This design comes from an exercise in tuning for small area and a short achievable clock period on the open sky130 flow, not from production work. No run shown here included a check of the RTL's function; only the layout flow was run. No run shown here takes its clock network from TritonCTS; it comes from the design's own scripts or RTL. The clock port is modelled as an ideal driver, which makes a skipped or thinned clock tree look cheaper than it is; a real chip needs a root buffer or a tree. Power is estimated from default activity; no workload was simulated.

--- flow/flow/run.sh ---
#!/bin/bash
# Standard ORFS layout (the standard.sh) with these changes:
#  - the port buffers are the smallest buffer (buf_1) instead of the one buffer_ports picks;
#  - the full-adder extraction step in synthesis is skipped, so ABC maps the adder logic itself;
#  - ABC sizes cells for a 1 fF load instead of 5 fF (smaller cells; the placer's repair sizes up);
#  - the clock tree is one level of four clkbuf_16 (flow/clock_buffers.tcl, via the
#    PRE_CTS_TCL hook) instead of TritonCTS's two levels.
# Each tool's output goes to the logs under orfs/logs; make's output goes to standard.log.
export BUFFER_PORTS_ARGS="-buffer_cell sky130_fd_sc_hd__buf_1"
export ADDER_MAP_FILE=
export PRE_CTS_TCL="$PWD/flow/pre_cts.tcl"
bash standard.sh ABC_LOAD_IN_FF=1 finish > standard.log 2>&1
--- flow/flow/clock_buffers.tcl ---
# One-level clock tree: the clock port drives four clkbuf_16, each driving the
# flip-flops of one quarter of the core (split by x at the median, then each half
# by y at its median), placed at the centre of its flip-flops. Replaces TritonCTS.
set block [ord::get_db_block]
set db [ord::get_db]
set clk_net [$block findNet clock]
set master [$db findMaster sky130_fd_sc_hd__clkbuf_16]
set sinks {}
foreach it [$clk_net getITerms] {
  set inst [$it getInst]
  if { [[$inst getMaster] isSequential] || [string match "*CLK*" [[$it getMTerm] getName]] } {
    set loc [$inst getLocation]
    lappend sinks [list $it [lindex $loc 0] [lindex $loc 1]]
  }
}
set n [llength $sinks]
puts "clock_buffers: $n sinks"
set byx [lsort -integer -index 1 $sinks]
set h [expr {$n / 2}]
set groups {}
foreach half [list [lrange $byx 0 [expr {$h - 1}]] [lrange $byx $h end]] {
  set byy [lsort -integer -index 2 $half]
  set m [expr {[llength $byy] / 2}]
  lappend groups [lrange $byy 0 [expr {$m - 1}]] [lrange $byy $m end]
}
set k 0
foreach g $groups {
  set net [odb::dbNet_create $block "clknet_q$k"]
  $net setSigType CLOCK
  set buf [odb::dbInst_create $block $master "clkbuf_q$k"]
  set sx 0; set sy 0
  foreach s $g {
    set it [lindex $s 0]
    $it disconnect
    $it connect $net
    incr sx [lindex $s 1]; incr sy [lindex $s 2]
  }
  set cnt [llength $g]
  $buf setLocation [expr {$sx / $cnt}] [expr {$sy / $cnt}]
  $buf setPlacementStatus PLACED
  [$buf findITerm A] connect $clk_net
  [$buf findITerm X] connect $net
  puts "clock_buffers: clkbuf_q$k drives $cnt sinks"
  incr k
}
--- flow/flow/pre_cts.tcl ---
# Hook run by ORFS's cts.tcl before its clock_tree_synthesis call: builds the
# one-level clock tree of clock_buffers.tcl and turns that call into setting the
# clock propagated, so TritonCTS adds no second level. The rest of cts.tcl
# (legalisation, setup and hold repair) runs as usual.
source [file join [file dirname [info script]] clock_buffers.tcl]
proc clock_tree_synthesis { args } {
  puts "clock_tree_synthesis replaced by flow/clock_buffers.tcl"
  set_propagated_clock [all_clocks]
}
--- flow/standard.sh ---
#!/bin/bash
# synth_recipe.tcl (not shown) runs the flow's synth.tcl, then flattens the netlist and writes it again
# the make line also repeats each setting of config.mk as NAME=value (left out here)
make -C /OpenROAD-flow-scripts/flow DESIGN_CONFIG=/design/flow/config.mk WORK_HOME=/design/flow/orfs CLKGATE_MAP_FILE= SYNTH_SCRIPT=/design/flow/synth_recipe.tcl "${@:-finish}"
--- flow/config.mk ---
export PLATFORM = sky130hd
export DESIGN_NAME = Division
export DESIGN_NICKNAME = Division
export VERILOG_FILES = /design/flow/design.v
export SDC_FILE = /design/flow/constraint.sdc
export NUM_CORES = 4
export LEC_CHECK = 0
export CAP_MARGIN = 20
export CORE_MARGIN = 2
export CORE_UTILIZATION = 40
export PLACE_DENSITY = 0.6
export SETUP_SLACK_MARGIN = 3.9
export SLEW_MARGIN = 20
export SYNTH_HIERARCHICAL = 1
export SYNTH_MINIMUM_KEEP_SIZE = 0
--- flow/constraint.sdc ---
create_clock -name core_clock -period 6.0 [get_ports {clock}]
set_input_delay 1.2000 -clock core_clock [delete_from_list [all_inputs] [get_ports {clock}]]
set_output_delay 1.2000 -clock core_clock [all_outputs]
set_load 0.01 [all_outputs]
--- flow/design.v ---
module Division(
	input         clock,
	input         start,
	input  [31:0] a,
	input  [31:0] b,
	output reg [31:0] q,
	output reg [31:0] r
);
  reg [31:0] bq;
  reg [5:0]  cnt;
  reg        f1;
  wire        run = ~cnt[5];
  wire [31:0] x   = {r[30:0], q[31]};
  wire [31:0] t;       
  wire ng0, ng1, ng2, ng3, ng4, ng5, ng6, ng7, ng8, ng9, ng10, ng11, ng12, ng13, ng14, ng15, ng16, ng17, ng18, ng19, ng20, ng21, ng22, ng23, ng24, ng25, ng26, ng27, ng28, ng29, ng30, ng31;
  wire np1, np2, np3, np4, np5, np6, np7, np8, np9, np10, np11, np12, np13, np14, np15, np16, np17, np18, np19, np20, np21, np22, np23, np24, np25, np26, np27, np28, np29, np30, np31;
  wire G1_1, G1_3, P1_3, G1_5, P1_5, G1_7, P1_7, G1_9, P1_9, G1_11, P1_11, G1_13;
  wire P1_13, G1_15, P1_15, G1_17, P1_17, G1_19, P1_19, G1_21, P1_21, G1_23, P1_23, G1_25;
  wire P1_25, G1_27, P1_27, G1_29, P1_29, G1_31, P1_31, G2_3, G2_7, P2_7, G2_11, P2_11;
  wire G2_15, P2_15, G2_19, P2_19, G2_23, P2_23, G2_27, P2_27, G2_31, P2_31, G2_3_n, G3_5;
  wire G3_7, G2_11_n, P2_11_n, G3_13, P3_13, G3_15, P3_15, G2_19_n, P2_19_n, G3_21, P3_21, G3_23;
  wire P3_23, G2_27_n, P2_27_n, G3_29, P3_29, G3_31, P3_31, G4_9, G3_7_n, G4_11, G4_13, G4_15;
  wire G4_25, P4_25, G3_23_n, P3_23_n, G4_27, P4_27, G4_29, P4_29, G4_31, P4_31, G4_15_n, G5_17;
  wire G5_19, G5_21, G5_23, G5_25, G5_27, G5_29, G5_31, G1_1_n, G6_2, G6_4, G6_6, G6_8;
  wire G6_10, G4_11_n, G6_12, G4_13_n, G6_14, G6_16, G6_18, G5_19_n, G6_20, G5_21_n, G6_22, G6_24;
  wire G5_25_n, G6_26, G6_28, G6_30;
  div_pg0 pg0 (.x(x[0]), .b(bq[0]), .ng(ng0), .t(t[0]));
  div_pg  pg1 (.x(x[1]), .b(bq[1]), .ng(ng1), .np(np1));
  div_t   tt1 (.ng(ng1), .np(np1), .t(t[1]));
  div_pg  pg2 (.x(x[2]), .b(bq[2]), .ng(ng2), .np(np2));
  div_t   tt2 (.ng(ng2), .np(np2), .t(t[2]));
  div_pg  pg3 (.x(x[3]), .b(bq[3]), .ng(ng3), .np(np3));
  div_t   tt3 (.ng(ng3), .np(np3), .t(t[3]));
  div_pg  pg4 (.x(x[4]), .b(bq[4]), .ng(ng4), .np(np4));
  div_t   tt4 (.ng(ng4), .np(np4), .t(t[4]));
  div_pg  pg5 (.x(x[5]), .b(bq[5]), .ng(ng5), .np(np5));
  div_t   tt5 (.ng(ng5), .np(np5), .t(t[5]));
  div_pg  pg6 (.x(x[6]), .b(bq[6]), .ng(ng6), .np(np6));
  div_t   tt6 (.ng(ng6), .np(np6), .t(t[6]));
  div_pg  pg7 (.x(x[7]), .b(bq[7]), .ng(ng7), .np(np7));
  div_t   tt7 (.ng(ng7), .np(np7), .t(t[7]));
  div_pg  pg8 (.x(x[8]), .b(bq[8]), .ng(ng8), .np(np8));
  div_t   tt8 (.ng(ng8), .np(np8), .t(t[8]));
  div_pg  pg9 (.x(x[9]), .b(bq[9]), .ng(ng9), .np(np9));
  div_t   tt9 (.ng(ng9), .np(np9), .t(t[9]));
  div_pg  pg10 (.x(x[10]), .b(bq[10]), .ng(ng10), .np(np10));
  div_t   tt10 (.ng(ng10), .np(np10), .t(t[10]));
  div_pg  pg11 (.x(x[11]), .b(bq[11]), .ng(ng11), .np(np11));
  div_t   tt11 (.ng(ng11), .np(np11), .t(t[11]));
  div_pg  pg12 (.x(x[12]), .b(bq[12]), .ng(ng12), .np(np12));
  div_t   tt12 (.ng(ng12), .np(np12), .t(t[12]));
  div_pg  pg13 (.x(x[13]), .b(bq[13]), .ng(ng13), .np(np13));
  div_t   tt13 (.ng(ng13), .np(np13), .t(t[13]));
  div_pg  pg14 (.x(x[14]), .b(bq[14]), .ng(ng14), .np(np14));
  div_t   tt14 (.ng(ng14), .np(np14), .t(t[14]));
  div_pg  pg15 (.x(x[15]), .b(bq[15]), .ng(ng15), .np(np15));
  div_t   tt15 (.ng(ng15), .np(np15), .t(t[15]));
  div_pg  pg16 (.x(x[16]), .b(bq[16]), .ng(ng16), .np(np16));
  div_t   tt16 (.ng(ng16), .np(np16), .t(t[16]));
  div_pg  pg17 (.x(x[17]), .b(bq[17]), .ng(ng17), .np(np17));
  div_t   tt17 (.ng(ng17), .np(np17), .t(t[17]));
  div_pg  pg18 (.x(x[18]), .b(bq[18]), .ng(ng18), .np(np18));
  div_t   tt18 (.ng(ng18), .np(np18), .t(t[18]));
  div_pg  pg19 (.x(x[19]), .b(bq[19]), .ng(ng19), .np(np19));
  div_t   tt19 (.ng(ng19), .np(np19), .t(t[19]));
  div_pg  pg20 (.x(x[20]), .b(bq[20]), .ng(ng20), .np(np20));
  div_t   tt20 (.ng(ng20), .np(np20), .t(t[20]));
  div_pg  pg21 (.x(x[21]), .b(bq[21]), .ng(ng21), .np(np21));
  div_t   tt21 (.ng(ng21), .np(np21), .t(t[21]));
  div_pg  pg22 (.x(x[22]), .b(bq[22]), .ng(ng22), .np(np22));
  div_t   tt22 (.ng(ng22), .np(np22), .t(t[22]));
  div_pg  pg23 (.x(x[23]), .b(bq[23]), .ng(ng23), .np(np23));
  div_t   tt23 (.ng(ng23), .np(np23), .t(t[23]));
  div_pg  pg24 (.x(x[24]), .b(bq[24]), .ng(ng24), .np(np24));
  div_t   tt24 (.ng(ng24), .np(np24), .t(t[24]));
  div_pg  pg25 (.x(x[25]), .b(bq[25]), .ng(ng25), .np(np25));
  div_t   tt25 (.ng(ng25), .np(np25), .t(t[25]));
  div_pg  pg26 (.x(x[26]), .b(bq[26]), .ng(ng26), .np(np26));
  div_t   tt26 (.ng(ng26), .np(np26), .t(t[26]));
  div_pg  pg27 (.x(x[27]), .b(bq[27]), .ng(ng27), .np(np27));
  div_t   tt27 (.ng(ng27), .np(np27), .t(t[27]));
  div_pg  pg28 (.x(x[28]), .b(bq[28]), .ng(ng28), .np(np28));
  div_t   tt28 (.ng(ng28), .np(np28), .t(t[28]));
  div_pg  pg29 (.x(x[29]), .b(bq[29]), .ng(ng29), .np(np29));
  div_t   tt29 (.ng(ng29), .np(np29), .t(t[29]));
  div_pg  pg30 (.x(x[30]), .b(bq[30]), .ng(ng30), .np(np30));
  div_t   tt30 (.ng(ng30), .np(np30), .t(t[30]));
  div_pg  pg31 (.x(x[31]), .b(bq[31]), .ng(ng31), .np(np31));
  div_t   tt31 (.ng(ng31), .np(np31), .t(t[31]));
  div_ni n1_1 (.gh(ng1), .ph(np1), .gl(ng0), .go(G1_1));
  div_nip n1_3 (.gh(ng3), .ph(np3), .gl(ng2), .pl(np2), .go(G1_3), .po(P1_3));
  div_nip n1_5 (.gh(ng5), .ph(np5), .gl(ng4), .pl(np4), .go(G1_5), .po(P1_5));
  div_nip n1_7 (.gh(ng7), .ph(np7), .gl(ng6), .pl(np6), .go(G1_7), .po(P1_7));
  div_nip n1_9 (.gh(ng9), .ph(np9), .gl(ng8), .pl(np8), .go(G1_9), .po(P1_9));
  div_nip n1_11 (.gh(ng11), .ph(np11), .gl(ng10), .pl(np10), .go(G1_11), .po(P1_11));
  div_nip n1_13 (.gh(ng13), .ph(np13), .gl(ng12), .pl(np12), .go(G1_13), .po(P1_13));
  div_nip n1_15 (.gh(ng15), .ph(np15), .gl(ng14), .pl(np14), .go(G1_15), .po(P1_15));
  div_nip n1_17 (.gh(ng17), .ph(np17), .gl(ng16), .pl(np16), .go(G1_17), .po(P1_17));
  div_nip n1_19 (.gh(ng19), .ph(np19), .gl(ng18), .pl(np18), .go(G1_19), .po(P1_19));
  div_nip n1_21 (.gh(ng21), .ph(np21), .gl(ng20), .pl(np20), .go(G1_21), .po(P1_21));
  div_nip n1_23 (.gh(ng23), .ph(np23), .gl(ng22), .pl(np22), .go(G1_23), .po(P1_23));
  div_nip n1_25 (.gh(ng25), .ph(np25), .gl(ng24), .pl(np24), .go(G1_25), .po(P1_25));
  div_nip n1_27 (.gh(ng27), .ph(np27), .gl(ng26), .pl(np26), .go(G1_27), .po(P1_27));
  div_nip n1_29 (.gh(ng29), .ph(np29), .gl(ng28), .pl(np28), .go(G1_29), .po(P1_29));
  div_nip n1_31 (.gh(ng31), .ph(np31), .gl(ng30), .pl(np30), .go(G1_31), .po(P1_31));
  div_nt n2_3 (.gh(G1_3), .ph(P1_3), .gl(G1_1), .go(G2_3));
  div_ntp n2_7 (.gh(G1_7), .ph(P1_7), .gl(G1_5), .pl(P1_5), .go(G2_7), .po(P2_7));
  div_ntp n2_11 (.gh(G1_11), .ph(P1_11), .gl(G1_9), .pl(P1_9), .go(G2_11), .po(P2_11));
  div_ntp n2_15 (.gh(G1_15), .ph(P1_15), .gl(G1_13), .pl(P1_13), .go(G2_15), .po(P2_15));
  div_ntp n2_19 (.gh(G1_19), .ph(P1_19), .gl(G1_17), .pl(P1_17), .go(G2_19), .po(P2_19));
  div_ntp n2_23 (.gh(G1_23), .ph(P1_23), .gl(G1_21), .pl(P1_21), .go(G2_23), .po(P2_23));
  div_ntp n2_27 (.gh(G1_27), .ph(P1_27), .gl(G1_25), .pl(P1_25), .go(G2_27), .po(P2_27));
  div_ntp n2_31 (.gh(G1_31), .ph(P1_31), .gl(G1_29), .pl(P1_29), .go(G2_31), .po(P2_31));
  assign G2_3_n = ~G2_3;
  div_nt n3_5 (.gh(G1_5), .ph(P1_5), .gl(G2_3_n), .go(G3_5));
  div_ni n3_7 (.gh(G2_7), .ph(P2_7), .gl(G2_3), .go(G3_7));
  assign G2_11_n = ~G2_11;
  assign P2_11_n = ~P2_11;
  div_ntp n3_13 (.gh(G1_13), .ph(P1_13), .gl(G2_11_n), .pl(P2_11_n), .go(G3_13), .po(P3_13));
  div_nip n3_15 (.gh(G2_15), .ph(P2_15), .gl(G2_11), .pl(P2_11), .go(G3_15), .po(P3_15));
  assign G2_19_n = ~G2_19;
  assign P2_19_n = ~P2_19;
  div_ntp n3_21 (.gh(G1_21), .ph(P1_21), .gl(G2_19_n), .pl(P2_19_n), .go(G3_21), .po(P3_21));
  div_nip n3_23 (.gh(G2_23), .ph(P2_23), .gl(G2_19), .pl(P2_19), .go(G3_23), .po(P3_23));
  assign G2_27_n = ~G2_27;
  assign P2_27_n = ~P2_27;
  div_ntp n3_29 (.gh(G1_29), .ph(P1_29), .gl(G2_27_n), .pl(P2_27_n), .go(G3_29), .po(P3_29));
  div_nip n3_31 (.gh(G2_31), .ph(P2_31), .gl(G2_27), .pl(P2_27), .go(G3_31), .po(P3_31));
  div_nt n4_9 (.gh(G1_9), .ph(P1_9), .gl(G3_7), .go(G4_9));
  assign G3_7_n = ~G3_7;
  div_ni n4_11 (.gh(G2_11), .ph(P2_11), .gl(G3_7_n), .go(G4_11));
  div_ni n4_13 (.gh(G3_13), .ph(P3_13), .gl(G3_7_n), .go(G4_13));
  div_nt n4_15 (.gh(G3_15), .ph(P3_15), .gl(G3_7), .go(G4_15));
  div_ntp n4_25 (.gh(G1_25), .ph(P1_25), .gl(G3_23), .pl(P3_23), .go(G4_25), .po(P4_25));
  assign G3_23_n = ~G3_23;
  assign P3_23_n = ~P3_23;
  div_nip n4_27 (.gh(G2_27), .ph(P2_27), .gl(G3_23_n), .pl(P3_23_n), .go(G4_27), .po(P4_27));
  div_nip n4_29 (.gh(G3_29), .ph(P3_29), .gl(G3_23_n), .pl(P3_23_n), .go(G4_29), .po(P4_29));
  div_ntp n4_31 (.gh(G3_31), .ph(P3_31), .gl(G3_23), .pl(P3_23), .go(G4_31), .po(P4_31));
  assign G4_15_n = ~G4_15;
  div_nt n5_17 (.gh(G1_17), .ph(P1_17), .gl(G4_15_n), .go(G5_17));
  div_ni n5_19 (.gh(G2_19), .ph(P2_19), .gl(G4_15), .go(G5_19));
  div_ni n5_21 (.gh(G3_21), .ph(P3_21), .gl(G4_15), .go(G5_21));
  div_nt n5_23 (.gh(G3_23), .ph(P3_23), .gl(G4_15_n), .go(G5_23));
  div_ni n5_25 (.gh(G4_25), .ph(P4_25), .gl(G4_15), .go(G5_25));
  div_nt n5_27 (.gh(G4_27), .ph(P4_27), .gl(G4_15_n), .go(G5_27));
  div_nt n5_29 (.gh(G4_29), .ph(P4_29), .gl(G4_15_n), .go(G5_29));
  div_ni n5_31 (.gh(G4_31), .ph(P4_31), .gl(G4_15), .go(G5_31));
  assign G1_1_n = ~G1_1;
  div_ni n6_2 (.gh(ng2), .ph(np2), .gl(G1_1_n), .go(G6_2));
  div_ni n6_4 (.gh(ng4), .ph(np4), .gl(G2_3), .go(G6_4));
  div_ni n6_6 (.gh(ng6), .ph(np6), .gl(G3_5), .go(G6_6));
  div_ni n6_8 (.gh(ng8), .ph(np8), .gl(G3_7_n), .go(G6_8));
  div_ni n6_10 (.gh(ng10), .ph(np10), .gl(G4_9), .go(G6_10));
  assign G4_11_n = ~G4_11;
  div_ni n6_12 (.gh(ng12), .ph(np12), .gl(G4_11_n), .go(G6_12));
  assign G4_13_n = ~G4_13;
  div_ni n6_14 (.gh(ng14), .ph(np14), .gl(G4_13_n), .go(G6_14));
  div_ni n6_16 (.gh(ng16), .ph(np16), .gl(G4_15), .go(G6_16));
  div_ni n6_18 (.gh(ng18), .ph(np18), .gl(G5_17), .go(G6_18));
  assign G5_19_n = ~G5_19;
  div_ni n6_20 (.gh(ng20), .ph(np20), .gl(G5_19_n), .go(G6_20));
  assign G5_21_n = ~G5_21;
  div_ni n6_22 (.gh(ng22), .ph(np22), .gl(G5_21_n), .go(G6_22));
  div_ni n6_24 (.gh(ng24), .ph(np24), .gl(G5_23), .go(G6_24));
  assign G5_25_n = ~G5_25;
  div_ni n6_26 (.gh(ng26), .ph(np26), .gl(G5_25_n), .go(G6_26));
  div_ni n6_28 (.gh(ng28), .ph(np28), .gl(G5_27), .go(G6_28));
  div_ni n6_30 (.gh(ng30), .ph(np30), .gl(G5_29), .go(G6_30));
  wire [31:0] c;
  assign c[0] = ~ng0;
  assign c[1] = G1_1;
  assign c[2] = G6_2;
  assign c[3] = ~G2_3;
  assign c[4] = G6_4;
  assign c[5] = ~G3_5;
  assign c[6] = G6_6;
  assign c[7] = G3_7;
  assign c[8] = G6_8;
  assign c[9] = ~G4_9;
  assign c[10] = G6_10;
  assign c[11] = G4_11;
  assign c[12] = G6_12;
  assign c[13] = G4_13;
  assign c[14] = G6_14;
  assign c[15] = ~G4_15;
  assign c[16] = G6_16;
  assign c[17] = ~G5_17;
  assign c[18] = G6_18;
  assign c[19] = G5_19;
  assign c[20] = G6_20;
  assign c[21] = G5_21;
  assign c[22] = G6_22;
  assign c[23] = ~G5_23;
  assign c[24] = G6_24;
  assign c[25] = G5_25;
  assign c[26] = G6_26;
  assign c[27] = ~G5_27;
  assign c[28] = G6_28;
  assign c[29] = ~G5_29;
  assign c[30] = G6_30;
  assign c[31] = G5_31;
  wire        ge = r[31] | c[31];
  wire [31:0] nd;      
  assign nd[0] = t[0];
  div_xor dx1 (.a(t[1]), .b(ng0), .y(nd[1]));
  div_xorn dx2 (.a(t[2]), .b(G1_1), .y(nd[2]));
  div_xorn dx3 (.a(t[3]), .b(G6_2), .y(nd[3]));
  div_xor dx4 (.a(t[4]), .b(G2_3), .y(nd[4]));
  div_xorn dx5 (.a(t[5]), .b(G6_4), .y(nd[5]));
  div_xor dx6 (.a(t[6]), .b(G3_5), .y(nd[6]));
  div_xorn dx7 (.a(t[7]), .b(G6_6), .y(nd[7]));
  div_xorn dx8 (.a(t[8]), .b(G3_7), .y(nd[8]));
  div_xorn dx9 (.a(t[9]), .b(G6_8), .y(nd[9]));
  div_xor dx10 (.a(t[10]), .b(G4_9), .y(nd[10]));
  div_xorn dx11 (.a(t[11]), .b(G6_10), .y(nd[11]));
  div_xorn dx12 (.a(t[12]), .b(G4_11), .y(nd[12]));
  div_xorn dx13 (.a(t[13]), .b(G6_12), .y(nd[13]));
  div_xorn dx14 (.a(t[14]), .b(G4_13), .y(nd[14]));
  div_xorn dx15 (.a(t[15]), .b(G6_14), .y(nd[15]));
  div_xor dx16 (.a(t[16]), .b(G4_15), .y(nd[16]));
  div_xorn dx17 (.a(t[17]), .b(G6_16), .y(nd[17]));
  div_xor dx18 (.a(t[18]), .b(G5_17), .y(nd[18]));
  div_xorn dx19 (.a(t[19]), .b(G6_18), .y(nd[19]));
  div_xorn dx20 (.a(t[20]), .b(G5_19), .y(nd[20]));
  div_xorn dx21 (.a(t[21]), .b(G6_20), .y(nd[21]));
  div_xorn dx22 (.a(t[22]), .b(G5_21), .y(nd[22]));
  div_xorn dx23 (.a(t[23]), .b(G6_22), .y(nd[23]));
  div_xor dx24 (.a(t[24]), .b(G5_23), .y(nd[24]));
  div_xorn dx25 (.a(t[25]), .b(G6_24), .y(nd[25]));
  div_xorn dx26 (.a(t[26]), .b(G5_25), .y(nd[26]));
  div_xorn dx27 (.a(t[27]), .b(G6_26), .y(nd[27]));
  div_xor dx28 (.a(t[28]), .b(G5_27), .y(nd[28]));
  div_xorn dx29 (.a(t[29]), .b(G6_28), .y(nd[29]));
  div_xor dx30 (.a(t[30]), .b(G5_29), .y(nd[30]));
  div_xorn dx31 (.a(t[31]), .b(G6_30), .y(nd[31]));
  wire en   = run & ~f1;
  wire hold = ~run & ~f1;
  wire [15:0] z1;
  wire [7:0]  z2;
  wire [3:0]  z3;
  wire [1:0]  z4;
  wire        bz;
  genvar j;
  generate
    for (j = 0; j < 16; j = j + 1) begin : zt1
      if (j == 0) begin : z0
        div_inv  u (.a(bq[1]), .y(z1[j]));
      end else begin : zn
        div_nor2 u (.a(bq[2*j]), .b(bq[2*j+1]), .y(z1[j]));
      end
    end
    for (j = 0; j < 8; j = j + 1) begin : zt2
      div_nand2 u (.a(z1[2*j]), .b(z1[2*j+1]), .y(z2[j]));
    end
    for (j = 0; j < 4; j = j + 1) begin : zt3
      div_nor2 u (.a(z2[2*j]), .b(z2[2*j+1]), .y(z3[j]));
    end
    for (j = 0; j < 2; j = j + 1) begin : zt4
      div_nand2 u (.a(z3[2*j]), .b(z3[2*j+1]), .y(z4[j]));
    end
  endgenerate
  div_nor2 zt5 (.a(z4[0]), .b(z4[1]), .y(bz));
  wire b_is0 = bz & ~bq[0];
  wire b_is1 = bz & bq[0];
  wire ge1   = b_is0 | (b_is1 & a[31]);
  wire f1r0  = f1 & ~b_is1;
  wire [3:0] ngs;
  div_gsel ugs0 (.r31(r[31]), .g(G5_31), .en(en), .ngs(ngs[0]));
  div_gsel ugs1 (.r31(r[31]), .g(G5_31), .en(en), .ngs(ngs[1]));
  div_gsel ugs2 (.r31(r[31]), .g(G5_31), .en(en), .ngs(ngs[2]));
  div_gsel ugs3 (.r31(r[31]), .g(G5_31), .en(en), .ngs(ngs[3]));
  wire [31:0] rn, qn, ny;
  wire [31:0] qs = {q[30:0], 1'b0};
  wire [31:0] as = {a[30:0], 1'b0};
  wire ngs_q, nyq0, q0n;
  div_gsel ugq (.r31(r[31]), .g(G5_31), .en(en), .ngs(ngs_q));
  div_sel2n uyq (.s0(f1), .d0(ge1), .s1(hold), .d1(q[0]), .y(nyq0));
  assign q0n = ~(ngs_q & nyq0);
  genvar i;
  generate
    for (i = 0; i < 32; i = i + 1) begin : sel
      if (i == 0) begin : y0
        div_sel3n uy (.s0(en), .d0(x[i]), .s1(hold), .d1(r[i]), .s2(f1r0), .d2(a[31]), .y(ny[i]));
      end else begin : yi
        div_sel2n uy (.s0(en), .d0(x[i]), .s1(hold), .d1(r[i]), .y(ny[i]));
      end
      div_mux2i ur (.s(ngs[i / 8]), .a1n(ny[i]), .a0n(nd[i]), .y(rn[i]));
      if (i == 0) begin : q0
        assign qn[i] = q0n;
      end else begin : qi
        div_sel3  uq (.s0(f1), .d0(as[i]), .s1(en), .d1(qs[i]), .s2(hold), .d2(q[i]), .y(qn[i]));
      end
    end
  endgenerate
  always @(posedge clock) begin
    bq  <= b;
    r   <= rn;
    q   <= qn;
    f1  <= start;
    cnt <= start ? 6'd0 : cnt + {5'd0, run};
  end
endmodule
module div_pg(input x, input b, output ng, output np);
  assign ng = ~(x & ~b);
  assign np = ~(x | ~b);
endmodule
module div_t(input ng, input np, output t);
  assign t = ng & ~np;
endmodule
module div_pg0(input x, input b, output ng, output t);
  assign ng = ~(x | ~b);
  assign t  = ~(x ^ b);
endmodule
module div_xor(input a, input b, output y);
  assign y = a ^ b;
endmodule
module div_xorn(input a, input b, output y);
  assign y = ~(a ^ b);
endmodule
module div_gsel(input r31, input g, input en, output ngs);
  assign ngs = ~(en & (r31 | g));
endmodule
module div_gseln(input r31, input g, input en, output ngs);
  assign ngs = ~(en & (r31 | ~g));
endmodule
module div_sel2n(input s0, input d0, input s1, input d1, output y);
  assign y = ~((s0 & d0) | (s1 & d1));
endmodule
module div_mux2i(input s, input a1n, input a0n, output y);
  assign y = ~(s ? a1n : a0n);
endmodule
module div_inv(input a, output y);
  assign y = ~a;
endmodule
module div_nor2(input a, input b, output y);
  assign y = ~(a | b);
endmodule
module div_nand2(input a, input b, output y);
  assign y = ~(a & b);
endmodule
module div_sel3n(input s0, input d0, input s1, input d1, input s2, input d2, output y);
  assign y = ~((s0 & d0) | (s1 & d1) | (s2 & d2));
endmodule
module div_sel3(input s0, input d0, input s1, input d1, input s2, input d2, output y);
  assign y = (s0 & d0) | (s1 & d1) | (s2 & d2);
endmodule
module div_nt(input gh, input ph, input gl, output go);
  assign go = ~(gh | (ph & gl));
endmodule
module div_ntp(input gh, input ph, input gl, input pl, output go, output po);
  assign go = ~(gh | (ph & gl));
  assign po = ~(ph & pl);
endmodule
module div_ni(input gh, input ph, input gl, output go);
  assign go = ~gh | (~ph & ~gl);
endmodule
module div_nip(input gh, input ph, input gl, input pl, output go, output po);
  assign go = ~gh | (~ph & ~gl);
  assign po = ~ph & ~pl;
endmodule
==> flow_summary.yaml, run 1 <==
outcome:
  status: "timing/DRC/antenna clean"
sta:
  hold_violations: 0
  timing.final.crit_period_ns: 2.03
  slew_violations: 0
  rsz0062_at_grt: "true"
  fin_setup_tns_ns: 0
  fin_crit_sh: 0.339
  fmax_mhz: 492
  worst_slack_ns: 3.97
  setup_viol: 0
  slew_headroom: 0.470
  skew_ns: 0.0145
  worst_pin_slew_ns: 0.795
layout:
  syn2layout_area_growth_pct: 26.4
  insertedDiodeCount: 0
  layout.nets: 741
  drive_above_1_share: 0.138
global_routing:
  grt_max_degree: 69
  antenna_found_initial: 0
  grt_first_pass_wirelength_microns: 18700
  grt.total_usage: 0.171
  grt_pass1_vias: 3973
  grt-ovfl-total: 0
logic_synthesis:
  yosys.area.top_type_share: 0.438
  ys_seq_area_frac: 0.438
  yosysTopAreaCell: "dfxtp_1"
  ys_ff_latch: 103
  synth.avg_cell_area_sq_um: 8.94
  ys_top_cells_by_area: "dfxtp_1 (44%), nor2b_1 (8.6%), a222oi_1 (6.8%)"
  synth_warnings: 7
  synth_edf_count: 0
  syn_nets: 593
  synth_cells: 527
  synth_ff_type: "dfxtp_1"
  syn-cell-area_sq_um: 4710
  async_flop_share: 0
  ys_types: 20
power:
  clock_power_share: 0.250
  p_int_mw: 0.915
  p_leak_nw: 2.43
  vdd_ir_drop_max_mv: 0.142
  swShare: 0.240
  powerDensity_nw_per_um2: 202
  p_sw_mw: 0.289
  power.share.sequential: 0.625
  finalPower_mw: 1.20
  power_frac_comb: 0.126
worst_setup_path:
  critPathCapture: "r[30]"
  worst-endpoint-required_ns: 6.09
  r2r_slack_ns: 3.97
  r2r_start: "r[4]"
  crit_path_start: "r[4]"
  reg2reg_depth: 10
  end_kind: "register"
  start_kind: "register"
  cp_max_fo: 8
  criticalPathCategory: "register to register"
  worstPathArrival_ns: 2.13
  r2r_end: "r[30]"
detailed_routing:
  vias: 4284
  via_per_inst: 5.25
  drc_errors: 0
  ant_nets: 0
  wl_microns: 11600
  dr.pass1.iters: 8
  drtIter0Drc: 470
  wire_per_inst_microns: 14.2
placement:
  dp_hpwl_microns: 8100
  place_ws_ns: 3.53
  io_buffers: 129
  gp_congestion: 0.843
floorplan:
  die_area_sq_um: 12700
  start_util: 0.411
  die_x_microns: 113
  io_pins: 130
  die_h_microns: 113
  core_sq_um: 11500
  rows: 39
clock_network:
  insertion_delay_ns: 0.17
  clk_pin_slew_ns: 0.10
  ctsHoldBuffers: 0
run:
  maxCapViolCount: 0
hold_path:
  min_path_type: "register to register"
-- routing by layer --
metal  track usage  wire length [microns]
met1         0.236                   5230
met2         0.298                   5660
met3        0.0113                    437
met4        0.0293                    232
met5             0                      0
-- cells in the final DEF, fill, tap and decap left out, types with 2 or more instances in the layout --
cell type,n
a21boi_0,2
a21oi_1,9
a21oi_2,9
a21oi_4,3
a222oi_1,32
a22oi_1,32
buf_1,129
buf_12,5
buf_4,8
clkbuf_16,4
dfxtp_1,79
dfxtp_2,22
dfxtp_4,2
inv_1,49
mux2i_1,32
nand2_1,23
nand2b_1,31
nor2_1,41
nor2_2,4
nor2b_1,45
nor2b_2,11
nor2b_4,9
o21ai_1,36
o21ai_2,5
o21ai_4,7
xnor2_1,25
xor2_1,10
-- state kept, by name, summed over array words and instances (netlist names) --
register,flops
cnt,6
q,32
f1,1
bq,32
r,32
-- logic make-up (layout without fill, tap and decap cells) --
kind of cell / Yosys count / in the layout / share of synthesized area
multiplexers: 32 / 32 / 0.0680
XOR/XNOR: 35 / 35 / 0.0651
AO/OA/AOI/OAI: 137 / 137 / 0.199
flip-flops: 103 / 103 / 0.438
buffers and inverters: 50 / 196 / 0.0399
AND/OR/NAND/NOR: 170 / 170 / 0.190
-- worst max-delay path, stage by stage (launching register included) --
cell     delay (ns)
dfxtp_2        0.38
nor2b_4        0.14
o21ai_1        0.11
a21oi_2        0.20
o21ai_4        0.11
a21oi_4        0.31
o21ai_4        0.09
buf_12         0.15
o21ai_4        0.14
buf_12         0.15
mux2i_1        0.19
-- final cells by class --
cell class                      count  area, sq um
Inverter                           50          188
Timing Repair Buffer              142          644
Fill cell                        1078         5510
Multi-Input combinational cell    374         2750
Sequential cell                   103         2100
Tap cell                          143          179
Buffer                              4          100
-- cell usage after synthesis (2+ instances only) --
master / number
nand2b_1: 32
nor2_1: 46
o21ai_1: 48
nand2_1: 23
inv_1: 50
nor2b_1: 65
a21boi_0: 2
a222oi_1: 32
mux2i_1: 32
xor2_1: 10
a22oi_1: 32
a21oi_1: 21
dfxtp_1: 103
xnor2_1: 25
-- metrics by stage --
step	cells	hold WS, ns	instance area, sq um	util
4_1_cts	812	0.499	5750	0.501
2_1_floorplan	527	0.472	4810	-
3_3_place_gp	801	0.471	5490	0.478
3_5_place_dp	801	0.475	5490	0.478
6_report	816	0.495	5950	0.519
5_1_grt	816	0.535	5950	0.519
-- power groups by stage --
stage          logic (mW)  registers [mW]  clock network, mW
2_1_floorplan      0.0823           0.768                  0
3_3_place_gp        0.136           0.763                  0
3_5_place_dp        0.138           0.765                  0
4_1_cts             0.142           0.750              0.310
5_1_grt             0.168           0.758              0.337
6_report            0.151           0.752              0.301
-- what timing repair did --
| action | CTS | global route |
|---|---|---|
| gates resized for setup | 13 | 61 |
| buffers inserted | 7 | 4 |
| pin swaps | 7 | 11 |
| setup endpoints to repair | 34 | 34 |
| cloned | 0 | 0 |
-- Yosys stat by module, one instance, submodules excluded, a selection --
module | flip-flops and latches | copies in the design | area, sq um | cells
Division | 103 | 1 | 2270 | 143
div_pg0 | 0 | 1 | 15.0 | 2
div_pg | 0 | 31 | 12.5 | 2
div_sel3n | 0 | 1 | 10.0 | 1
div_xorn | 0 | 22 | 8.76 | 1
div_nip | 0 | 20 | 8.76 | 2
div_sel2n | 0 | 32 | 7.51 | 1
div_t | 0 | 31 | 6.26 | 1
div_ni | 0 | 23 | 5.00 | 1
div_nor2 | 0 | 20 | 3.75 | 1
div_inv | 0 | 1 | 3.75 | 1
div_nand2 | 0 | 10 | 3.75 | 1
-- worst min-delay path by stage --
stage	startpoint	end	slack (ns)	depth (start not counted)
floorplan	cnt[2]	cnt[2]	0.47	2
global route	q[29]	q[30]	0.53	2
global placement	q[2]	q[3]	0.47	2
CTS	q[3]	q[4]	0.50	2
finish	q[3]	q[4]	0.49	2
detailed placement	q[3]	q[4]	0.47	2
==> run 2, diff against run 1 <==
--- a/flow/config.mk
+++ b/flow/config.mk
@@ -9,7 +9,7 @@
 export CORE_MARGIN = 2
 export CORE_UTILIZATION = 40
 export PLACE_DENSITY = 0.6
-export SETUP_SLACK_MARGIN = 3.9
+export SETUP_SLACK_MARGIN = 4.0
 export SLEW_MARGIN = 20
 export SYNTH_HIERARCHICAL = 1
 export SYNTH_MINIMUM_KEEP_SIZE = 0
==> run 2 against run 1 <==
Core utilization increased by 1.7 points. Sequential share of layout area shrank 0.60 points. Still clean. Die area unchanged. Highest routed layer unchanged.
==> flow_summary.yaml, run 2 <==
detailed_routing:
  vias: 4321
  ant_nets: 0
  dr.pass1.iters: 6
  drc_errors: 0
  wl_microns: 11700
  via_per_inst: 5.25
  wire_per_inst_microns: 14.2
  drtIter0Drc: 358
global_routing:
  grt.total_usage: 0.177
  antenna_found_initial: 0
  grt_pass1_vias: 4118
  grt_first_pass_wirelength_microns: 19400
  grt_max_degree: 57
  grt-ovfl-total: 0
placement:
  place_ws_ns: 3.63
  gp_congestion: 0.828
  dp_cells: 801
  place_area_sq_um: 5500
  dp_hpwl_microns: 8340
  io_buffers: 129
worst_setup_path:
  end_kind: "register"
  critPathTopFamily: "compound AO/OA/AOI/OAI gates"
  criticalPathCategory: "register to register"
  critPathMostFrequentCell: "o21ai_4"
  cp_max_fo: 8
  start_kind: "register"
  slowest_stage: "dfxtp_4"
  worst-endpoint-required_ns: 6.09
  path_buf_inv: 3
  crit_chain: "nor2b_4 -> o21ai_4 -> a21oi_4 -> o21ai_4 -> a21oi_4 -> buf_12 -> o21ai_4 -> buf_12 -> o21ai_4 -> buf_12 -> mux2i_2"
  worstPathArrival_ns: 2.13
  cp_slowest_stage_delay_ns: 0.39
logic_synthesis:
  ys_ff_latch: 103
  synthMuxAreaShare: 0.0680
  syn-cell-area_sq_um: 4710
  synth_top_family_by_area: "compound AO/OA/AOI/OAI gates"
  synth_simple_gate_area_frac: 0.190
  synth_ff_type: "dfxtp_1"
  syn_nets: 593
  synth-compound-area-share: 0.199
  synth_edf_count: 0
  synth_cells: 527
  synth.most_common_cell: "dfxtp_1"
  ys_types: 20
  synth_common_cells: "dfxtp_1 (103), nor2b_1 (65), inv_1 (50)"
  synthAdderAreaFrac: 0
  ys_top_cells_by_area: "dfxtp_1 (44%), nor2b_1 (8.6%), a222oi_1 (6.8%)"
  yosys.area.top_type_share: 0.438
  ys_seq_area_frac: 0.438
  async_flop_share: 0
  yosys.area_share.xor_xnor: 0.0651
  yosysTopAreaCell: "dfxtp_1"
  synth.avg_cell_area_sq_um: 8.94
  synth_warnings: 7
outcome:
  status: "timing/DRC/antenna clean"
floorplan:
  start_util: 0.411
  die_h_microns: 113
  core_sq_um: 11500
  io_pins: 130
  die_x_microns: 113
  die_area_sq_um: 12700
  rows: 39
power:
  powerDensity_nw_per_um2: 197
  vdd_ir_drop_max_mv: 0.129
  finalPower_mw: 1.21
  p_leak_nw: 2.52
layout:
  final_cell_area_sq_um: 6150
  layout_common_cells: "buf_1 (128), dfxtp_1 (60), inv_1 (49)"
  drive_above_1_share: 0.201
  fillCellCount: 1099
  syn2layout_area_growth_pct: 30.5
  layout_commonest_cell: "buf_1"
  stdcell_count: 823
  layout.nets: 748
  insertedDiodeCount: 0
  reg.largest.list: "bq: 32 flops, q: 32 flops, r: 32 flops"
clock_network:
  clk_pin_slew_ns: 0.10
  ctsHoldBuffers: 0
  insertion_delay_ns: 0.17
sta:
  fin_crit_sh: 0.340
  fin_setup_tns_ns: 0
  rsz0062_at_grt: "true"
  slew_violations: 0
  slew_headroom: 0.621
  setup_viol: 0
  worst_slack_ns: 3.96
  fmax_mhz: 490
  worst_pin_slew_ns: 0.568
  timing.final.crit_period_ns: 2.04
  hold_violations: 0
  skew_ns: 0.00879
run:
  maxCapViolCount: 0
hold_path:
  min_path_type: "register to register"
==> run 2: final timing paths <==
path | end | slack [ns] | cells past startpoint | from
min | q[14] | 0.51 | 2 | q[13]
max | r[17] | 3.96 | 11 | q[31]
min reg2reg | q[14] | 0.51 | 2 | q[13]
max reg2reg | r[17] | 3.96 | 11 | q[31]
==> run 2: power breakdown <==
group | internal, mW | switching, mW | total [mW]
Combinational | 0.0777 | 0.0794 | 0.157
Clock | 0.123 | 0.180 | 0.303
Sequential | 0.719 | 0.0334 | 0.752
==> run 2: cell type report <==
| class | count | area (sq um) | area share |
|---|---|---|---|
| Timing Repair Buffer | 149 | 714 | 0.116 |
| Buffer | 4 | 100 | 0.0163 |
| Multi-Input combinational cell | 374 | 2840 | 0.462 |
| Tap cell | 143 | 179 | 0.0291 |
| Sequential cell | 103 | 2130 | 0.346 |
| Inverter | 50 | 188 | 0.0305 |
==> run 2: per-layer routing <==
layer  GRT usage  vias up  share of wire
li1            -     2164              -
met1       0.239     2025           0.45
met2       0.322      123           0.49
met3      0.0130        9          0.051
met4      0.0163        0          0.012
met5           0        -              0
==> run 2: logic make-up (layout without fill, tap and decap cells) <==
kind of cell	count (synthesis)	count (layout)
AND/OR/NAND/NOR	170	170
AO/OA/AOI/OAI	137	137
flip-flops	103	103
buffers and inverters	50	203
XOR/XNOR	35	35
multiplexers	32	32
==> run 2: per-stage QoR <==
| step | hold slack [ns] | util |
|---|---|---|
| after floorplan | 0.472 | - |
| after global placement | 0.473 | 0.479 |
| after detailed placement | 0.480 | 0.479 |
| after CTS | 0.505 | 0.515 |
| after global routing | 0.531 | 0.536 |
| final | 0.505 | 0.536 |
==> run 2: repair_timing <==
action                                 4_1_cts  5_1_grt
cloned                                       0        0
gates resized for setup                     52       68
setup endpoints to repair                   38       67
endpoints found under the hold margin        0        0
buffers inserted                            12        6
pin swaps                                   12       15
==> run 2: Yosys stat by module, one instance, submodules excluded, a selection <==
module / cells / times used / flops+latches
div_pg0: 2 / 1 / 0
div_xorn: 1 / 22 / 0
div_mux2i: 1 / 32 / 0
div_sel3: 2 / 31 / 0
div_ntp: 2 / 12 / 0
div_t: 1 / 31 / 0
div_ni: 1 / 23 / 0
div_inv: 1 / 1 / 0
div_nip: 2 / 20 / 0
div_nand2: 1 / 10 / 0
==> run 2: worst min-delay path, delay by kind of cell (launching register included) <==
family	cells	cell delay [ns]
buf+inv	1	0.05
compound gates	1	0.07
flops	1	0.36
==> run 3, diff against run 2 <==
--- a/flow/design.v
+++ b/flow/design.v
@@ -21,9 +21,11 @@
   wire G3_7, G2_11_n, P2_11_n, G3_13, P3_13, G3_15, P3_15, G2_19_n, P2_19_n, G3_21, P3_21, G3_23;
   wire P3_23, G2_27_n, P2_27_n, G3_29, P3_29, G3_31, P3_31, G4_9, G3_7_n, G4_11, G4_13, G4_15;
   wire G4_25, P4_25, G3_23_n, P3_23_n, G4_27, P4_27, G4_29, P4_29, G4_31, P4_31, G4_15_n, G5_17;
-  wire G5_19, G5_21, G5_23, G5_25, G5_27, G5_29, G5_31, G1_1_n, G6_2, G6_4, G6_6, G6_8;
-  wire G6_10, G4_11_n, G6_12, G4_13_n, G6_14, G6_16, G6_18, G5_19_n, G6_20, G5_21_n, G6_22, G6_24;
-  wire G5_25_n, G6_26, G6_28, G6_30;
+  wire G5_19, G5_21, G5_23, G5_25, G5_27, G5_29, G5_31, GT2_0, GT2_1, PT2_1, GT2_2, PT2_2;
+  wire GT2_3, PT2_3, GT2_4, PT2_4, GT2_5, PT2_5, GT2_6, PT2_6, GT2_7, PT2_7, GT3_0, GT3_1;
+  wire PT3_1, GT3_2, PT3_2, GT3_3, PT3_3, GT4_0, GT4_1, PT4_1, GT5_0, G1_1_n, G6_2, G6_4;
+  wire G6_6, G6_8, G6_10, G4_11_n, G6_12, G4_13_n, G6_14, G6_16, G6_18, G5_19_n, G6_20, G5_21_n;
+  wire G6_22, G6_24, G5_25_n, G6_26, G6_28, G6_30;
   div_pg0 pg0 (.x(x[0]), .b(bq[0]), .ng(ng0), .t(t[0]));
   div_pg  pg1 (.x(x[1]), .b(bq[1]), .ng(ng1), .np(np1));
   div_t   tt1 (.ng(ng1), .np(np1), .t(t[1]));
@@ -110,7 +112,6 @@
   div_ntp n2_19 (.gh(G1_19), .ph(P1_19), .gl(G1_17), .pl(P1_17), .go(G2_19), .po(P2_19));
   div_ntp n2_23 (.gh(G1_23), .ph(P1_23), .gl(G1_21), .pl(P1_21), .go(G2_23), .po(P2_23));
   div_ntp n2_27 (.gh(G1_27), .ph(P1_27), .gl(G1_25), .pl(P1_25), .go(G2_27), .po(P2_27));
-  div_ntp n2_31 (.gh(G1_31), .ph(P1_31), .gl(G1_29), .pl(P1_29), .go(G2_31), .po(P2_31));
   assign G2_3_n = ~G2_3;
   div_nt n3_5 (.gh(G1_5), .ph(P1_5), .gl(G2_3_n), .go(G3_5));
   div_ni n3_7 (.gh(G2_7), .ph(P2_7), .gl(G2_3), .go(G3_7));
@@ -125,7 +126,6 @@
   assign G2_27_n = ~G2_27;
   assign P2_27_n = ~P2_27;
   div_ntp n3_29 (.gh(G1_29), .ph(P1_29), .gl(G2_27_n), .pl(P2_27_n), .go(G3_29), .po(P3_29));
-  div_nip n3_31 (.gh(G2_31), .ph(P2_31), .gl(G2_27), .pl(P2_27), .go(G3_31), .po(P3_31));
   div_nt n4_9 (.gh(G1_9), .ph(P1_9), .gl(G3_7), .go(G4_9));
   assign G3_7_n = ~G3_7;
   div_ni n4_11 (.gh(G2_11), .ph(P2_11), .gl(G3_7_n), .go(G4_11));
@@ -136,7 +136,6 @@
   assign P3_23_n = ~P3_23;
   div_nip n4_27 (.gh(G2_27), .ph(P2_27), .gl(G3_23_n), .pl(P3_23_n), .go(G4_27), .po(P4_27));
   div_nip n4_29 (.gh(G3_29), .ph(P3_29), .gl(G3_23_n), .pl(P3_23_n), .go(G4_29), .po(P4_29));
-  div_ntp n4_31 (.gh(G3_31), .ph(P3_31), .gl(G3_23), .pl(P3_23), .go(G4_31), .po(P4_31));
   assign G4_15_n = ~G4_15;
   div_nt n5_17 (.gh(G1_17), .ph(P1_17), .gl(G4_15_n), .go(G5_17));
   div_ni n5_19 (.gh(G2_19), .ph(P2_19), .gl(G4_15), .go(G5_19));
@@ -145,7 +144,21 @@
   div_ni n5_25 (.gh(G4_25), .ph(P4_25), .gl(G4_15), .go(G5_25));
   div_nt n5_27 (.gh(G4_27), .ph(P4_27), .gl(G4_15_n), .go(G5_27));
   div_nt n5_29 (.gh(G4_29), .ph(P4_29), .gl(G4_15_n), .go(G5_29));
-  div_ni n5_31 (.gh(G4_31), .ph(P4_31), .gl(G4_15), .go(G5_31));
+  div_nt nT2_0 (.gh(G1_3), .ph(P1_3), .gl(G1_1), .go(GT2_0));
+  div_ntp nT2_1 (.gh(G1_7), .ph(P1_7), .gl(G1_5), .pl(P1_5), .go(GT2_1), .po(PT2_1));
+  div_ntp nT2_2 (.gh(G1_11), .ph(P1_11), .gl(G1_9), .pl(P1_9), .go(GT2_2), .po(PT2_2));
+  div_ntp nT2_3 (.gh(G1_15), .ph(P1_15), .gl(G1_13), .pl(P1_13), .go(GT2_3), .po(PT2_3));
+  div_ntp nT2_4 (.gh(G1_19), .ph(P1_19), .gl(G1_17), .pl(P1_17), .go(GT2_4), .po(PT2_4));
+  div_ntp nT2_5 (.gh(G1_23), .ph(P1_23), .gl(G1_21), .pl(P1_21), .go(GT2_5), .po(PT2_5));
+  div_ntp nT2_6 (.gh(G1_27), .ph(P1_27), .gl(G1_25), .pl(P1_25), .go(GT2_6), .po(PT2_6));
+  div_ntp nT2_7 (.gh(G1_31), .ph(P1_31), .gl(G1_29), .pl(P1_29), .go(GT2_7), .po(PT2_7));
+  div_ni nT3_0 (.gh(GT2_1), .ph(PT2_1), .gl(GT2_0), .go(GT3_0));
+  div_nip nT3_1 (.gh(GT2_3), .ph(PT2_3), .gl(GT2_2), .pl(PT2_2), .go(GT3_1), .po(PT3_1));
+  div_nip nT3_2 (.gh(GT2_5), .ph(PT2_5), .gl(GT2_4), .pl(PT2_4), .go(GT3_2), .po(PT3_2));
+  div_nip nT3_3 (.gh(GT2_7), .ph(PT2_7), .gl(GT2_6), .pl(PT2_6), .go(GT3_3), .po(PT3_3));
+  div_nt nT4_0 (.gh(GT3_1), .ph(PT3_1), .gl(GT3_0), .go(GT4_0));
+  div_ntp nT4_1 (.gh(GT3_3), .ph(PT3_3), .gl(GT3_2), .pl(PT3_2), .go(GT4_1), .po(PT4_1));
+  div_ni nT5_0 (.gh(GT4_1), .ph(PT4_1), .gl(GT4_0), .go(GT5_0));
   assign G1_1_n = ~G1_1;
   div_ni n6_2 (.gh(ng2), .ph(np2), .gl(G1_1_n), .go(G6_2));
   div_ni n6_4 (.gh(ng4), .ph(np4), .gl(G2_3), .go(G6_4));
@@ -199,7 +212,7 @@
   assign c[28] = G6_28;
   assign c[29] = ~G5_29;
   assign c[30] = G6_30;
-  assign c[31] = G5_31;
+  assign c[31] = GT5_0;
   wire        ge = r[31] | c[31];
   wire [31:0] nd;      
   assign nd[0] = t[0];
@@ -236,45 +249,17 @@
   div_xorn dx31 (.a(t[31]), .b(G6_30), .y(nd[31]));
   wire en   = run & ~f1;
   wire hold = ~run & ~f1;
-  wire [15:0] z1;
-  wire [7:0]  z2;
-  wire [3:0]  z3;
-  wire [1:0]  z4;
-  wire        bz;
-  genvar j;
-  generate
-    for (j = 0; j < 16; j = j + 1) begin : zt1
-      if (j == 0) begin : z0
-        div_inv  u (.a(bq[1]), .y(z1[j]));
-      end else begin : zn
-        div_nor2 u (.a(bq[2*j]), .b(bq[2*j+1]), .y(z1[j]));
-      end
-    end
-    for (j = 0; j < 8; j = j + 1) begin : zt2
-      div_nand2 u (.a(z1[2*j]), .b(z1[2*j+1]), .y(z2[j]));
-    end
-    for (j = 0; j < 4; j = j + 1) begin : zt3
-      div_nor2 u (.a(z2[2*j]), .b(z2[2*j+1]), .y(z3[j]));
-    end
-    for (j = 0; j < 2; j = j + 1) begin : zt4
-      div_nand2 u (.a(z3[2*j]), .b(z3[2*j+1]), .y(z4[j]));
-    end
-  endgenerate
-  div_nor2 zt5 (.a(z4[0]), .b(z4[1]), .y(bz));
-  wire b_is0 = bz & ~bq[0];
-  wire b_is1 = bz & bq[0];
+  wire b_is0 = ~|bq;
+  wire b_is1 = (bq == 32'd1);
   wire ge1   = b_is0 | (b_is1 & a[31]);
   wire f1r0  = f1 & ~b_is1;
-  wire [3:0] ngs;
-  div_gsel ugs0 (.r31(r[31]), .g(G5_31), .en(en), .ngs(ngs[0]));
-  div_gsel ugs1 (.r31(r[31]), .g(G5_31), .en(en), .ngs(ngs[1]));
-  div_gsel ugs2 (.r31(r[31]), .g(G5_31), .en(en), .ngs(ngs[2]));
-  div_gsel ugs3 (.r31(r[31]), .g(G5_31), .en(en), .ngs(ngs[3]));
+  wire ngs;             
+  div_gsel ugs (.r31(r[31]), .g(GT5_0), .en(en), .ngs(ngs));
   wire [31:0] rn, qn, ny;
   wire [31:0] qs = {q[30:0], 1'b0};
   wire [31:0] as = {a[30:0], 1'b0};
   wire ngs_q, nyq0, q0n;
-  div_gsel ugq (.r31(r[31]), .g(G5_31), .en(en), .ngs(ngs_q));
+  div_gsel ugq (.r31(r[31]), .g(GT5_0), .en(en), .ngs(ngs_q));
   div_sel2n uyq (.s0(f1), .d0(ge1), .s1(hold), .d1(q[0]), .y(nyq0));
   assign q0n = ~(ngs_q & nyq0);
   genvar i;
@@ -285,7 +270,7 @@
       end else begin : yi
         div_sel2n uy (.s0(en), .d0(x[i]), .s1(hold), .d1(r[i]), .y(ny[i]));
       end
-      div_mux2i ur (.s(ngs[i / 8]), .a1n(ny[i]), .a0n(nd[i]), .y(rn[i]));
+      div_mux2i ur (.s(ngs), .a1n(ny[i]), .a0n(nd[i]), .y(rn[i]));
       if (i == 0) begin : q0
         assign qn[i] = q0n;
       end else begin : qi
@@ -330,15 +315,6 @@
 module div_mux2i(input s, input a1n, input a0n, output y);
   assign y = ~(s ? a1n : a0n);
 endmodule
-module div_inv(input a, output y);
-  assign y = ~a;
-endmodule
-module div_nor2(input a, input b, output y);
-  assign y = ~(a | b);
-endmodule
-module div_nand2(input a, input b, output y);
-  assign y = ~(a & b);
-endmodule
 module div_sel3n(input s0, input d0, input s1, input d1, input s2, input d2, output y);
   assign y = ~((s0 & d0) | (s1 & d1) | (s2 & d2));
 endmodule
--- a/flow/config.mk
+++ b/flow/config.mk
@@ -9,7 +9,7 @@
 export CORE_MARGIN = 2
 export CORE_UTILIZATION = 40
 export PLACE_DENSITY = 0.6
-export SETUP_SLACK_MARGIN = 4.0
+export SETUP_SLACK_MARGIN = 3.9
 export SLEW_MARGIN = 20
 export SYNTH_HIERARCHICAL = 1
 export SYNTH_MINIMUM_KEEP_SIZE = 0
==> run 3 against run 2 <==
Via count increased by 2.5%. Clock power about the same. Still clean on timing, DRC and antenna. Clock skew increased by 0.0084 ns. Critical endpoint is now r[21]. Critical path depth unchanged. Worst hold slack got worse by 0.026 ns. Routed wire length increased by 8.4%. Synthesized area increased by 0.77%. Global-route usage increased by 0.12 points. Largest power group unchanged. Final cell count decreased by 0.97%.
==> flow_summary.yaml, run 3 <==
floorplan:
  io_pins: 130
  die_area_sq_um: 12800
  die_x_microns: 113
  start_util: 0.412
  die_h_microns: 113
  core_sq_um: 11500
  rows: 39
placement:
  gp_congestion: 0.855
  io_buffers: 129
  place_ws_ns: 3.48
  dp_cells: 800
  place_area_sq_um: 5600
  dp_hpwl_microns: 8890
logic_synthesis:
  synth_cells: 525
  ys_top_cells_by_area: "dfxtp_1 (43%), nor2b_1 (8.7%), a222oi_1 (6.7%)"
  synth.most_common_cell: "dfxtp_1"
  synth_ff_type: "dfxtp_1"
  syn-cell-area_sq_um: 4750
  synth_common_cells: "dfxtp_1 (103), nor2b_1 (66), inv_1 (50)"
  yosys.area.top_type_share: 0.434
  synth_warnings: 7
  synth.avg_cell_area_sq_um: 9.04
  ys_types: 23
  async_flop_share: 0
  yosysTopAreaCell: "dfxtp_1"
  ys_seq_area_frac: 0.434
  syn_nets: 591
  ys_ff_latch: 103
  synth_edf_count: 0
worst_setup_path:
  criticalPathCategory: "register to register"
  cp_max_fo: 4
  start_kind: "register"
  worstPathArrival_ns: 2.09
  end_kind: "register"
  worst-endpoint-required_ns: 6.06
sta:
  timing.final.crit_period_ns: 2.03
  holdWs_ns: 0.479
  worst_pin_slew_ns: 0.704
  hold_violations: 0
  slew_headroom: 0.531
  slew_violations: 0
  worst_slack_ns: 3.97
  rsz0062_at_grt: "true"
  fin_setup_tns_ns: 0
  setup_viol: 0
  fin_crit_sh: 0.338
  skew_ns: 0.0172
  fmax_mhz: 493
detailed_routing:
  via_per_inst: 5.43
  maxUsedRoutingLayer: "met4"
  wire_per_inst_microns: 15.6
  dr_wl_met3_microns: 560
  drtIter0Drc: 384
  ant_nets: 0
  routed-wl-met2_microns: 6140
  vias: 4429
  wl_microns: 12700
  drt-met1-wl_microns: 5760
  drc_errors: 0
  dr.pass1.iters: 16
power:
  p_leak_nw: 2.48
  powerDensity_nw_per_um2: 200
  vdd_ir_drop_max_mv: 0.116
  finalPower_mw: 1.21
layout:
  drive_above_1_share: 0.168
  insertedDiodeCount: 0
  fin_util: 0.526
  syn2layout_area_growth_pct: 27.6
  layout_common_cells: "buf_1 (129), dfxtp_1 (73), inv_1 (50)"
  layout.nets: 740
  final_cell_area_sq_um: 6050
  stdcell_count: 815
  reg.largest.list: "bq: 32 flops, q: 32 flops, r: 32 flops"
  layout_commonest_cell: "buf_1"
global_routing:
  grt_max_degree: 65
  grt_pass1_vias: 4079
  grt_first_pass_wirelength_microns: 19400
  antenna_found_initial: 0
  grt-ovfl-total: 0
  grt.total_usage: 0.178
clock_network:
  clk_pin_slew_ns: 0.11
  ctsHoldBuffers: 0
  insertion_delay_ns: 0.17
run:
  maxCapViolCount: 0
hold_path:
  min_path_type: "register to register"
outcome:
  status: "timing/DRC/antenna clean"
[run 3: cell count changes after synthesis, moves of 2 or more]
cell | previous run | this run
a21oi_1 | 21 | 30
a21boi_0 | 2 | 0
nand4_1 | 0 | 2
nor2_1 | 46 | 27
nor4_1 | 0 | 7
nor3_1 | 1 | 3
nand2_1 | 23 | 21
[run 3: report_power, final]
part           switching (mW)  internal, mW  leakage (nW)  total (mW)
logic                  0.0812        0.0730          1.57       0.154
clock network           0.177         0.123        0.0493       0.300
registers              0.0351         0.719         0.869       0.754
total                   0.293         0.915          2.48        1.21
[run 3: what timing repair did]
item	4_1_cts	5_1_grt
setup endpoints to repair	32	32
gates resized for setup	6	49
gates cloned	0	4
pin swaps	3	5
buffers inserted	3	4
[run 3: modules after synthesis (local to each module, per instance), excerpt]
module / times used / cell area, sq um / cells inside / flip-flops and latches
div_sel3n: 1 / 10.0 / 1 / 0
div_mux2i: 32 / 10.0 / 1 / 0
Division: 1 / 2350 / 156 / 103
div_gsel: 2 / 5.00 / 1 / 0
div_t: 31 / 6.26 / 1 / 0
div_nt: 10 / 5.00 / 1 / 0
[run 3: cells by family (layout without fill, tap and decap cells)]
| logic type | Yosys count | after routing | synth area share |
|---|---|---|---|
| AO/OA/AOI/OAI | 145 | 145 | 0.205 |
| XOR/XNOR | 34 | 34 | 0.0627 |
| buffers and inverters | 50 | 196 | 0.0395 |
| flip-flops | 103 | 103 | 0.434 |
| multiplexers | 32 | 32 | 0.0675 |
| AND/OR/NAND/NOR | 161 | 162 | 0.191 |
[run 3: final timing paths]
| check | from | end | slack (ns) | cells past startpoint |
|---|---|---|---|---|
| max | bq[1] | r[21] | 3.97 | 11 |
| min | cnt[3] | cnt[3] | 0.48 | 2 |
| max reg2reg | bq[1] | r[21] | 3.97 | 11 |
| min reg2reg | cnt[3] | cnt[3] | 0.48 | 2 |
[run 3: per-layer routing]
metal  vias up  global-route usage
li1       2172                   -
met1      2130               0.249
met2       111               0.311
met3        16              0.0123
met4         0              0.0260
met5         -                   0
[run 3: area by class of cell]
type	instances	area, sq um
buffer	4	100
fill	1127	5460
inverter	50	188
multi-input combinational	373	2810
sequential	103	2110
tap	143	179
timing repair buffer	142	672
[run 3: critical path, stage by stage, from the launching register on]
cell	delay [ns]
dfxtp_1	0.34
nor2b_4	0.14
o21ai_4	0.21
a21oi_4	0.10
o21ai_4	0.23
a21oi_4	0.10
buf_4	0.16
o21ai_2	0.20
inv_1	0.08
o21ai_2	0.16
xnor2_1	0.13
mux2i_1	0.08
==> run 4, diff against run 3 <==
--- a/flow/config.mk
+++ b/flow/config.mk
@@ -9,7 +9,7 @@
 export CORE_MARGIN = 2
 export CORE_UTILIZATION = 40
 export PLACE_DENSITY = 0.6
-export SETUP_SLACK_MARGIN = 3.9
+export SETUP_SLACK_MARGIN = 4.0
 export SLEW_MARGIN = 20
 export SYNTH_HIERARCHICAL = 1
 export SYNTH_MINIMUM_KEEP_SIZE = 0
==> run 4 against run 3 <==
Clock power hardly changed. Routed wire length increased by 1.5%. Largest power group unchanged. Largest cell class unchanged. Global-route usage increased by 0.31 points.
==> flow_summary.yaml, run 4 <==
power:
  vdd_ir_drop_max_mv: 0.124
  powerDensity_nw_per_um2: 193
  p_leak_nw: 2.59
outcome:
  status: "timing/DRC/antenna clean"
logic_synthesis:
  syn_nets: 591
  synth_cells: 525
  async_flop_share: 0
  syn-cell-area_sq_um: 4750
  synth_warnings: 7
  ys_top_cells_by_area: "dfxtp_1 (43%), nor2b_1 (8.7%), a222oi_1 (6.7%)"
  ys_ff_latch: 103
  yosys.area.top_type_share: 0.434
  ys_types: 23
  ys_seq_area_frac: 0.434
  synth.avg_cell_area_sq_um: 9.04
  synth_common_cells: "dfxtp_1 (103), nor2b_1 (66), inv_1 (50)"
  synth.most_common_cell: "dfxtp_1"
  yosysTopAreaCell: "dfxtp_1"
  synth_edf_count: 0
  synth_ff_type: "dfxtp_1"
hold_path:
  hp-start: "cnt[3]"
  min_path_type: "register to register"
  hold-path-cell-count: 2
  holdPathEnd: "cnt[3]"
worst_setup_path:
  path_buf_inv: 1
  r2r_start: "bq[0]"
  worst-endpoint-required_ns: 4.80
  cp_max_fo: 5
  worstPathArrival_ns: 0.78
  end_kind: "output pin"
  cp_slowest_stage_delay_ns: 0.42
  critPathTopFamily: "flip-flops"
  reg2reg_depth: 11
  crit_chain: "buf_1"
  start_kind: "register"
  slowest_stage: "dfxtp_2"
  r2r_end: "r[21]"
  r2r_slack_ns: 4.06
  criticalPathCategory: "register to output pin"
floorplan:
  die_area_sq_um: 12800
  start_util: 0.412
  die_x_microns: 113
  io_pins: 130
  die_h_microns: 113
  rows: 39
  core_sq_um: 11500
sta:
  hold_violations: 0
  timing.final.crit_period_ns: 1.98
  worst_pin_slew_ns: 0.712
  slew_headroom: 0.525
  skew_ns: 0.0123
  fin_setup_tns_ns: 0
  fin_crit_sh: 0.329
  fmax_mhz: 506
  slew_violations: 0
  setup_viol: 0
  rsz0062_at_grt: "true"
placement:
  dp_hpwl_microns: 8890
  io_buffers: 129
  gp_congestion: 0.855
global_routing:
  grt_pass1_vias: 4143
  antenna_found_initial: 0
  grt_first_pass_wirelength_microns: 19800
  grt.total_usage: 0.181
  grt-ovfl-total: 0
  grt_max_degree: 65
layout:
  layout_commonest_cell: "buf_1"
  layout.nets: 749
  fin_util: 0.549
  syn2layout_area_growth_pct: 33.1
  drive_above_1_share: 0.238
  layout_common_cells: "buf_1 (127), dfxtp_1 (65), inv_1 (49)"
  fillCellCount: 1103
  insertedDiodeCount: 0
  reg.largest.list: "bq: 32 flops, q: 32 flops, r: 32 flops"
clock_network:
  insertion_delay_ns: 0.17
  ctsHoldBuffers: 0
  clk_pin_slew_ns: 0.11
detailed_routing:
  via_per_inst: 5.42
  dr.pass1.iters: 17
  vias: 4467
  wl_microns: 12900
  drc_errors: 0
  wire_per_inst_microns: 15.6
  ant_nets: 0
  drtIter0Drc: 359
run:
  maxCapViolCount: 0
run 4: how the worst max path moves through the flow:
stage | start | endpoint | slack [ns] | cells past startpoint
after global routing | bq[0] | r[21] | 3.93 | 11
after CTS | bq[3] | r[29] | 3.96 | 10
final | r[18] | r[18] | 4.02 | 1
after global placement | bq[1] | r[25] | 3.53 | 9
after floorplan | q[31] | r[10] | 3.87 | 8
after detailed placement | bq[7] | r[6] | 3.48 | 9
run 4: through the flow:
stage	total power [mW]	instances	setup slack (ns)	hold WS, ns	cell area, sq um
floorplan	0.856	525	3.87	0.439	4910
global placement	0.908	800	3.53	0.457	5600
detailed placement	0.912	800	3.48	0.470	5600
CTS	1.21	810	3.96	0.484	5820
global route	1.27	824	3.93	0.528	6320
finish	1.22	824	4.02	0.479	6320
run 4: power breakdown:
group / switching, mW / leakage (nW) / internal, mW / total (mW)
combinational: 0.0852 / 1.67 / 0.0775 / 0.163
sequential: 0.0353 / 0.872 / 0.719 / 0.754
clock: 0.176 / 0.0493 / 0.123 / 0.299
total: 0.297 / 2.59 / 0.920 / 1.22
run 4: cell families after synthesis:
group | Yosys count | synth area share
XOR/XNOR | 34 | 0.0627
flip-flops | 103 | 0.434
AND/OR/NAND/NOR | 161 | 0.191
buffers and inverters | 50 | 0.0395
multiplexers | 32 | 0.0675
AO/OA/AOI/OAI | 145 | 0.205
run 4: timing repair:
| item | CTS | global route |
|---|---|---|
| setup endpoints to repair | 33 | 42 |
| pin swaps | 4 | 25 |
| cloned | 1 | 2 |
| setup buffers | 5 | 12 |
| gates resized for setup | 19 | 92 |
run 4: per-layer routing:
metal  GRT usage  part of all wire  wire length, microns
met4      0.0268             0.017                   220
met2       0.319              0.49                  6300
met1       0.250              0.45                  5780
met5           0                 0                     0
met3      0.0134             0.046                   589
run 4: Yosys stat by module (local to each module, per instance), a selection:
module | flops+latches | copies in the design | cell area, sq um
div_xor | 0 | 9 | 8.76
div_xorn | 0 | 22 | 8.76
div_gsel | 0 | 2 | 5.00
div_ntp | 0 | 18 | 8.76
div_ni | 0 | 24 | 5.00
div_pg0 | 0 | 1 | 15.0
run 4: layout make-up:
cell class | instances | area (sq um) | share of cell area
Multi-Input combinational cell | 373 | 3000 | 0.474
Sequential cell | 103 | 2120 | 0.336
Timing Repair Buffer | 151 | 736 | 0.116
Inverter | 50 | 188 | 0.0297
Tap cell | 143 | 179 | 0.0283
Buffer | 4 | 100 | 0.0158

-- static timing again, ports no longer ideal --
The flow's constraints put no driver on any port. The routed layouts listed below were extracted and timed again, unchanged, in two steps.
Step 1 assumes that a clkbuf_16 drives the clock port and a buf_2 every other input.
Step 2, shift: input delay + t, output delay - t, t = (earliest + latest rising clock arrival at the registers) / 2. This alone moves slack from input paths to output paths.
a / b / c = ideal ports / drivers / drivers and shift; a / b = the first two.
run | shift t [ns] | setup slack, ns | hold WS [ns] | worst setup path at the end | latest minus earliest clock arrival (ns)
run 1 | 0.247 | 3.966 / 3.891 / 3.966 | 0.495 / 0.495 / 0.495 | register to register | 0.015 / 0.015
run 2 | 0.242 | 3.959 / 3.947 / 3.959 | 0.505 / 0.505 / 0.505 | register to register | 0.009 / 0.009
run 3 | 0.246 | 3.970 / 3.900 / 3.970 | 0.479 / 0.479 / 0.479 | register to register | 0.017 / 0.018
run 4 | 0.245 | 4.025 / 3.941 / 4.059 | 0.479 / 0.479 / 0.479 | register to register | 0.012 / 0.012
After both steps setup and hold are still met in every run listed.
